Background: an optimization exercise with open tools, aiming at small area. Do not read the settings as production practice. In this exercise RTL edits were held to simulation tests only and were not proved equivalent to the original. Power and IR drop assume default switching activity.

**flow/design.v**
```verilog
module uart_tx (
    input  logic clk,
    input  logic rst,
    input  logic send,
    output logic tx
);
    localparam int PER = 1736;
    localparam logic [7:0] MSG = "E";
    logic [3:0]  st;
    logic [10:0] t;
    wire term = (t == 11'(PER - 1));
    wire run  = (st >= 4'd2);
    always_ff @(posedge clk or posedge rst) begin
        if (rst) begin
            st <= 4'd0;
            t  <= 11'd0;
        end else begin
            if (!run)      t <= 11'd0;
            else if (term) t <= 11'd0;
            else           t <= t + 11'd1;
            case (st)
                4'd0:  if (send) st <= 4'd1;
                4'd1:  st <= 4'd2;
                4'd3:  st <= 4'd4;
                4'd14: st <= 4'd0;
                default: if (term) st <= st + 4'd1;
            endcase
        end
    end
    always_comb begin
        if (st == 4'd2 || st == 4'd3)       tx = 1'b0;
        else if (st >= 4'd4 && st <= 4'd11) tx = MSG[st - 4'd4];
        else                                tx = 1'b1;
    end
endmodule
module uart_rx (
    input  logic       clk,
    input  logic       rst,
    input  logic       rx,
    output logic [7:0] data,
    output logic       valid
);
    localparam int PER = 1736;
    logic [3:0]  st;
    logic [10:0] t;
    wire idle = (st == 4'd0);
    wire term = (t == 11'(PER - 1));
    always_ff @(posedge clk or posedge rst) begin
        if (rst) begin
            st    <= 4'd0;
            t     <= 11'd0;
            valid <= 1'b0;
        end else begin
            valid <= (st == 4'd10) && term;
            if (idle)
                t <= 11'(PER - 1 - 868);
            else
                t <= term ? 11'd0 : t + 11'd1;
            if (idle) begin
                if (!rx) st <= 4'd1;
            end else if (term) begin
                if (st == 4'd1)       st <= rx ? 4'd0 : 4'd2;
                else if (st == 4'd10) st <= 4'd0;
                else                  st <= st + 4'd1;
            end
        end
    end
    always_ff @(posedge clk)
        if (term && st >= 4'd2 && st <= 4'd9) data <= {rx, data[7:1]};
endmodule
module rxlogic_handle (
    input  logic        clk,
    input  logic        rst,
    input  logic [7:0]  data,
    input  logic        valid,
    input  logic [3:0]  sel,
    output logic [4:0]  code
);
    function automatic logic [4:0] enc(input logic [7:0] c);
        case (c)
            8'h30: enc = 5'd0;
            8'h31: enc = 5'd2;
            8'h32: enc = 5'd3;
            8'h33: enc = 5'd4;
            8'h34: enc = 5'd5;
            8'h35: enc = 5'd6;
            8'h36: enc = 5'd7;
            8'h37: enc = 5'd8;
            8'h38: enc = 5'd9;
            8'h39: enc = 5'd10;
            8'h41: enc = 5'd11;
            8'h42: enc = 5'd12;
            8'h43: enc = 5'd13;
            8'h44: enc = 5'd14;
            8'h45: enc = 5'd15;
            8'h46: enc = 5'd16;
            8'h47: enc = 5'd17;
            8'h48: enc = 5'd18;
            8'h49: enc = 5'd2;
            8'h4a: enc = 5'd19;
            8'h4b: enc = 5'd20;
            8'h4c: enc = 5'd21;
            8'h4d: enc = 5'd22;
            8'h4e: enc = 5'd22;
            8'h4f: enc = 5'd0;
            8'h50: enc = 5'd23;
            8'h51: enc = 5'd24;
            8'h52: enc = 5'd25;
            8'h53: enc = 5'd6;
            8'h54: enc = 5'd26;
            8'h55: enc = 5'd27;
            8'h56: enc = 5'd19;
            8'h57: enc = 5'd28;
            8'h58: enc = 5'd18;
            8'h59: enc = 5'd29;
            8'h5a: enc = 5'd3;            default: enc = 5'd1;
        endcase
    endfunction
    logic [4:0] d [8];
    logic [2:0] ptr;
    wire  [4:0] wcode = enc(data);
    always_ff @(posedge clk or posedge rst) begin
        if (rst) begin
            ptr <= 3'd7;
            for (int i = 0; i < 8; i++) d[i] <= 5'd0;
        end else if (valid) begin
            ptr    <= ptr - 3'd1;
            d[ptr] <= wcode;
        end
    end
    assign code = d[sel[2:0] & {3{~sel[3]}}];
endmodule
module NDigitDisplay #(
    parameter N_DIGITS=8
)(
    input  logic        clk,
    input  logic        rstn,
    input  logic        rx,
    input  logic        send,
    output logic        tx,
    output logic [7:0]  an,
    output logic [6:0]  seg
);
    function automatic logic [6:0] dec(input logic [4:0] c);
        case (c)
            5'd0: dec = 7'b1000000;
            5'd1: dec = 7'b1111111;
            5'd2: dec = 7'b1111001;
            5'd3: dec = 7'b0100100;
            5'd4: dec = 7'b0110000;
            5'd5: dec = 7'b0011001;
            5'd6: dec = 7'b0010010;
            5'd7: dec = 7'b0000010;
            5'd8: dec = 7'b1111000;
            5'd9: dec = 7'b0000000;
            5'd10: dec = 7'b0010000;
            5'd11: dec = 7'b0001000;
            5'd12: dec = 7'b0000011;
            5'd13: dec = 7'b1000110;
            5'd14: dec = 7'b0100001;
            5'd15: dec = 7'b0000110;
            5'd16: dec = 7'b0001110;
            5'd17: dec = 7'b1000010;
            5'd18: dec = 7'b0001001;
            5'd19: dec = 7'b1110001;
            5'd20: dec = 7'b0001010;
            5'd21: dec = 7'b1000111;
            5'd22: dec = 7'b0101011;
            5'd23: dec = 7'b0001100;
            5'd24: dec = 7'b0011000;
            5'd25: dec = 7'b0001101;
            5'd26: dec = 7'b0000111;
            5'd27: dec = 7'b1000001;
            5'd28: dec = 7'b0101010;
            5'd29: dec = 7'b0010001;            default: dec = 7'bxxxxxxx;
        endcase
    endfunction
    logic [7:0] r_data;
    logic       r_valid;
    logic [4:0] code;
    uart_tx UART_TX (.clk(clk), .rst(rstn), .send(send), .tx(tx));
    uart_rx UART_RX (.clk(clk), .rst(rstn), .rx(rx), .data(r_data), .valid(r_valid));
    logic [13:0] cnt;
    logic [3:0]  index;
    rxlogic_handle RxLogic (.clk(clk), .rst(rstn), .data(r_data), .valid(r_valid),
                            .sel(index), .code(code));
    always_ff @(posedge clk or posedge rstn) begin
        if (rstn) begin
            cnt   <= '0;
            index <= '0;
            seg   <= 7'b1111111;
        end else begin
            if (cnt == 14'd12499) begin
                cnt   <= '0;
                index <= (index == 4'd8) ? 4'd0 : index + 4'd1;
            end else
                cnt <= cnt + 14'd1;
            seg <= dec(code);
        end
    end
    always_comb
        for (int k = 0; k < 8; k++) an[k] = (index != 4'(k));
endmodule
```
**flow/run.sh**
```bash
#!/bin/bash
# synth_recipe.tcl (not shown) runs the flow's synth.tcl, then flattens the netlist and writes it again
# the make line also repeats each setting of config.mk as NAME=value (left out here)
make -C /OpenROAD-flow-scripts/flow DESIGN_CONFIG=/design/flow/config.mk WORK_HOME=/design/flow/orfs CLKGATE_MAP_FILE= SYNTH_SCRIPT=/design/flow/synth_recipe.tcl finish
```
**flow/config.mk**
```make
export PLATFORM = sky130hd
export DESIGN_NAME = NDigitDisplay
export DESIGN_NICKNAME = NDigitDisplay
export VERILOG_FILES = /design/flow/design.v
export SDC_FILE = /design/flow/constraint.sdc
export NUM_CORES = 4
export LEC_CHECK = 0
export CAP_MARGIN = 20
export CORE_MARGIN = 2
export CORE_UTILIZATION = 40
export SLEW_MARGIN = 20
```
**flow/constraint.sdc**
```tcl
create_clock -name core_clock -period 10.0 [get_ports {clk}]
set_input_delay 2.0000 -clock core_clock [delete_from_list [all_inputs] [get_ports {clk}]]
set_output_delay 2.0000 -clock core_clock [all_outputs]
set_load 0.01 [all_outputs]
```
==> impl_results.md <==
* Status: timing/DRC/antenna clean
* Final period utilization at 0.432
* Fill count at 1444
* Max-cap violation count at 0
* Max Fanout on Critical Path at 26
* Total CTS buffers at 9
* Final ANT Viol Nets at 0
* Maximum clock path buffer count at 2
* Layout cells sized above 1 at 0.0639
* Post-CTS sizing at 0
* Hold Vio Cnt, Final at 0
* Die Span Y at 130 microns
* End of the worst hold path: UART_TX.t[0]
* Post-CTS Setup Inserts at 0
* Chip width at around 130 microns
* Max Slew Vio Count at 0
* Core area at 0.0153 sq mm
* Worst Setup Start Kind: flip-flop
* Final setup viols at 0
* Least-Margin Pin Slew at ~1 ns
* Syn. warnings at 5
* Commonest non-fill, non-tap cell in the layout: nand2_1
* Total design power at about 1000 uW
* Maximum VDD drop at ~0.079 mV
* Rel. slew slack at 0.341
* Worst hold slack at roughly 0.46 ns
* Die ar. at roughly 0.017 sq mm
* Drt via density at ~5.5
* RSZ-0062 raised after global routing: no
* Initial core utilization at 0.412
* Leak Pwr at roughly 2.9 nW
* Number of diodes at 0
* Synth top area cells: dfrtp_1, ha_1, nand2_1, o21ai_0, dfstp_2
* Number of synthesized register bits at between 100 and 150
* CTS Root Cell: clkbuf_16
* Worst Path Arrival at ~2.3 ns
* DR iter-0 viols at between 400 and 500
* Endpoint class of the critical path: output pin
* First-pass GRT wire length at approximately 23000 microns
* Area Overhead vs Synth at 11.3%
* Post-synth ARST share at 0.884
* Post-synth top flop: dfrtp_1
* Initial antenna violation count at 0
* Final wirelength at about 13000 microns
* R2R depth at 7
* DR pass1 iterations at 5
* Clock latency (worst-skew pair) at between 0.3 and 0.4 ns
* Total track usage at 0.168
* Worst EP required at 8.00 ns
* Min-Delay Path Class: flip-flop to flip-flop
* Min-delay src: UART_TX.t[0]
* Gr ovfl total at 0
* R2r endpoint: seg[1]
* Hpwl dp at slightly above 9000 microns
* Gate Count Post-Synth at between 600 and 700
* Vias at slightly below 5000
* Remaining DRCs at 0
* Hold-fix buffers, CTS at 0
* Post-synth net total at a little over 700
* R2R Setup Slk at between 6 and 7 ns
* Setup TNS at 0 ns
* Most frequent cells in the layout: nand2_1, dfrtp_1, o21ai_0, nor2_1, ha_1
* Hold path depth at 1
* Clock sink count at approximately 110
* IO buf count at 19
* Synth unique cells at 67
* Power per Cell Area at roughly 140 mW/mm^2
* CTS tree: done
* # rows at 45
* Max Fclk at around 230 MHz
* Largest net degree at the start of global routing at 59
* Worst Clk Skew at slightly above 0.009 ns
* Vias in the first global route at about 4700
* Setup CP Type: flip-flop to output pin
* WL/cell at 14.7 microns
* CTS clk-pin slew, worst paths at approximately 0.07 ns
* Post-synth top area share at 0.353
* Post-synthesis sequential area ratio at 0.448
* # IOs at 20
* Nets at ~720
* RR Startpoint: index[2]
* Number of synthesized flops with an enable pin at 8
* Mapped Area at 0.00632 sq mm
* GP Congestion at 0.843
* Synth area leader: dfrtp_1
* H-tree depth at 3
* Tmin final at around 4.3 ns
* Avg Cell Area, Syn at roughly 9.3 sq um
## worst max-delay path, stage by stage, from the launching register on
cell	delay, ns
dfrtp_1	0.99
inv_1	0.20
nor2_1	0.23
nand2_1	0.08
clkdlybuf4s50_1	0.47
## flip-flops by register name (all words and copies together), names as in the netlist, named ones only
| name | count |
|---|---|
| index | 4 |
| cnt | 14 |
| seg | 7 |
| RxLogic.d | 40 |
| UART_RX.st | 4 |
| UART_RX.t | 11 |
| UART_RX.data | 8 |
| UART_TX.st | 4 |
| UART_TX.t | 11 |
| RxLogic.ptr | 3 |
| UART_RX.valid | 1 |
## power by group
| part | switching, mW | internal [mW] | leakage [nW] |
|---|---|---|---|
| combinational | 0.0711 | 0.0475 | 1.32 |
| clock | 0.174 | 0.221 | 0.164 |
| sequential | 0.0116 | 0.469 | 1.42 |
## Yosys cell counts (5+ instances only)
library cell / n
xnor2_1: 14
a221o_1: 6
nand2b_1: 13
a31oi_1: 10
inv_1: 25
edfxtp_1: 8
dfxtp_1: 5
clkbuf_1: 19
mux2i_1: 15
nand2_1: 97
o211ai_1: 5
nor2b_1: 8
nor3_1: 14
dfstp_2: 10
nor2_1: 53
and3_1: 6
ha_1: 34
nand3_1: 22
dfrtp_1: 89
mux2_2: 7
a22oi_1: 6
o22ai_1: 5
a21oi_1: 22
and2_1: 6
o21ai_0: 68
nand4_1: 8
xor2_1: 19
a22o_1: 5
## cell families after synthesis
kind of cell / Yosys count / share of synthesized area
flip-flops: 112 / 0.448
multiplexers: 23 / 0.0380
AO/OA/AOI/OAI: 172 / 0.181
AND/OR/NAND/NOR: 252 / 0.189
XOR/XNOR: 33 / 0.0458
adder cells (fa/ha/maj): 34 / 0.0674
buffers and inverters: 50 / 0.0311
## stage by stage
stage	setup slack (ns)	instance area, sq um	utilization	instances
6_report	5.68	7030	0.459	900
5_1_grt	5.49	7030	0.459	900
4_1_cts	5.67	7030	0.459	900
3_5_place_dp	6.04	6690	0.437	884
3_3_place_gp	6.13	6690	0.437	884
2_1_floorplan	5.43	6320	-	676
## layer usage
metal	GRT usage	routed length (microns)
met4	0.0639	272
met3	0.0281	462
met2	0.259	6080
met5	0	0
met1	0.237	6390
## worst max-delay path by stage
stage,start,endpoint,slack (ns)
2_1_floorplan,rstn,RxLogic.d[0][0],5.43
3_3_place_gp,index[2],an[4],6.13
3_5_place_dp,index[2],an[6],6.04
4_1_cts,index[2],an[6],5.67
5_1_grt,index[2],an[6],5.49
6_report,index[2],an[6],5.68
## cell type report
cell class	instances	area, sq um	share of cell area
timing repair buffer	21	205	0.0292
sequential	112	2830	0.402
clock inverter	5	72.6	0.0103
clock buffer	11	264	0.0375
multi-input combinational	514	3300	0.469
tap	211	264	0.0375
inverter	26	100	0.0142

==> re-timing with driven ports <==
How much do the figures lean on ideal ports? The routed layout below was timed once more, with nothing changed but the port constraints. Step 1, drivers: a clkbuf_16 drives clk and a buf_2 each remaining input, both assumed. Step 2 moves the port delays by t, midway between the first and last clock arrival at a register: inputs arrive t later, outputs are due t later. That takes back most of the time a late clock gives input paths. Slacks: ideal / step 1 / step 2; pairs: ideal / step 1.
t, ns: 0.393
slack for setup (ns): 5.681 / 5.636 / 6.029
hold WS [ns]: 0.463 / 0.463 / 0.463
clock arrival spread, ns: 0.010 / 0.010
worst data-port slew with drivers (ns): 0.03
After both steps this run still meets setup and hold. For this run, drivers alone change the setup slack by -0.045 ns; drivers and shift together by +0.348 ns.
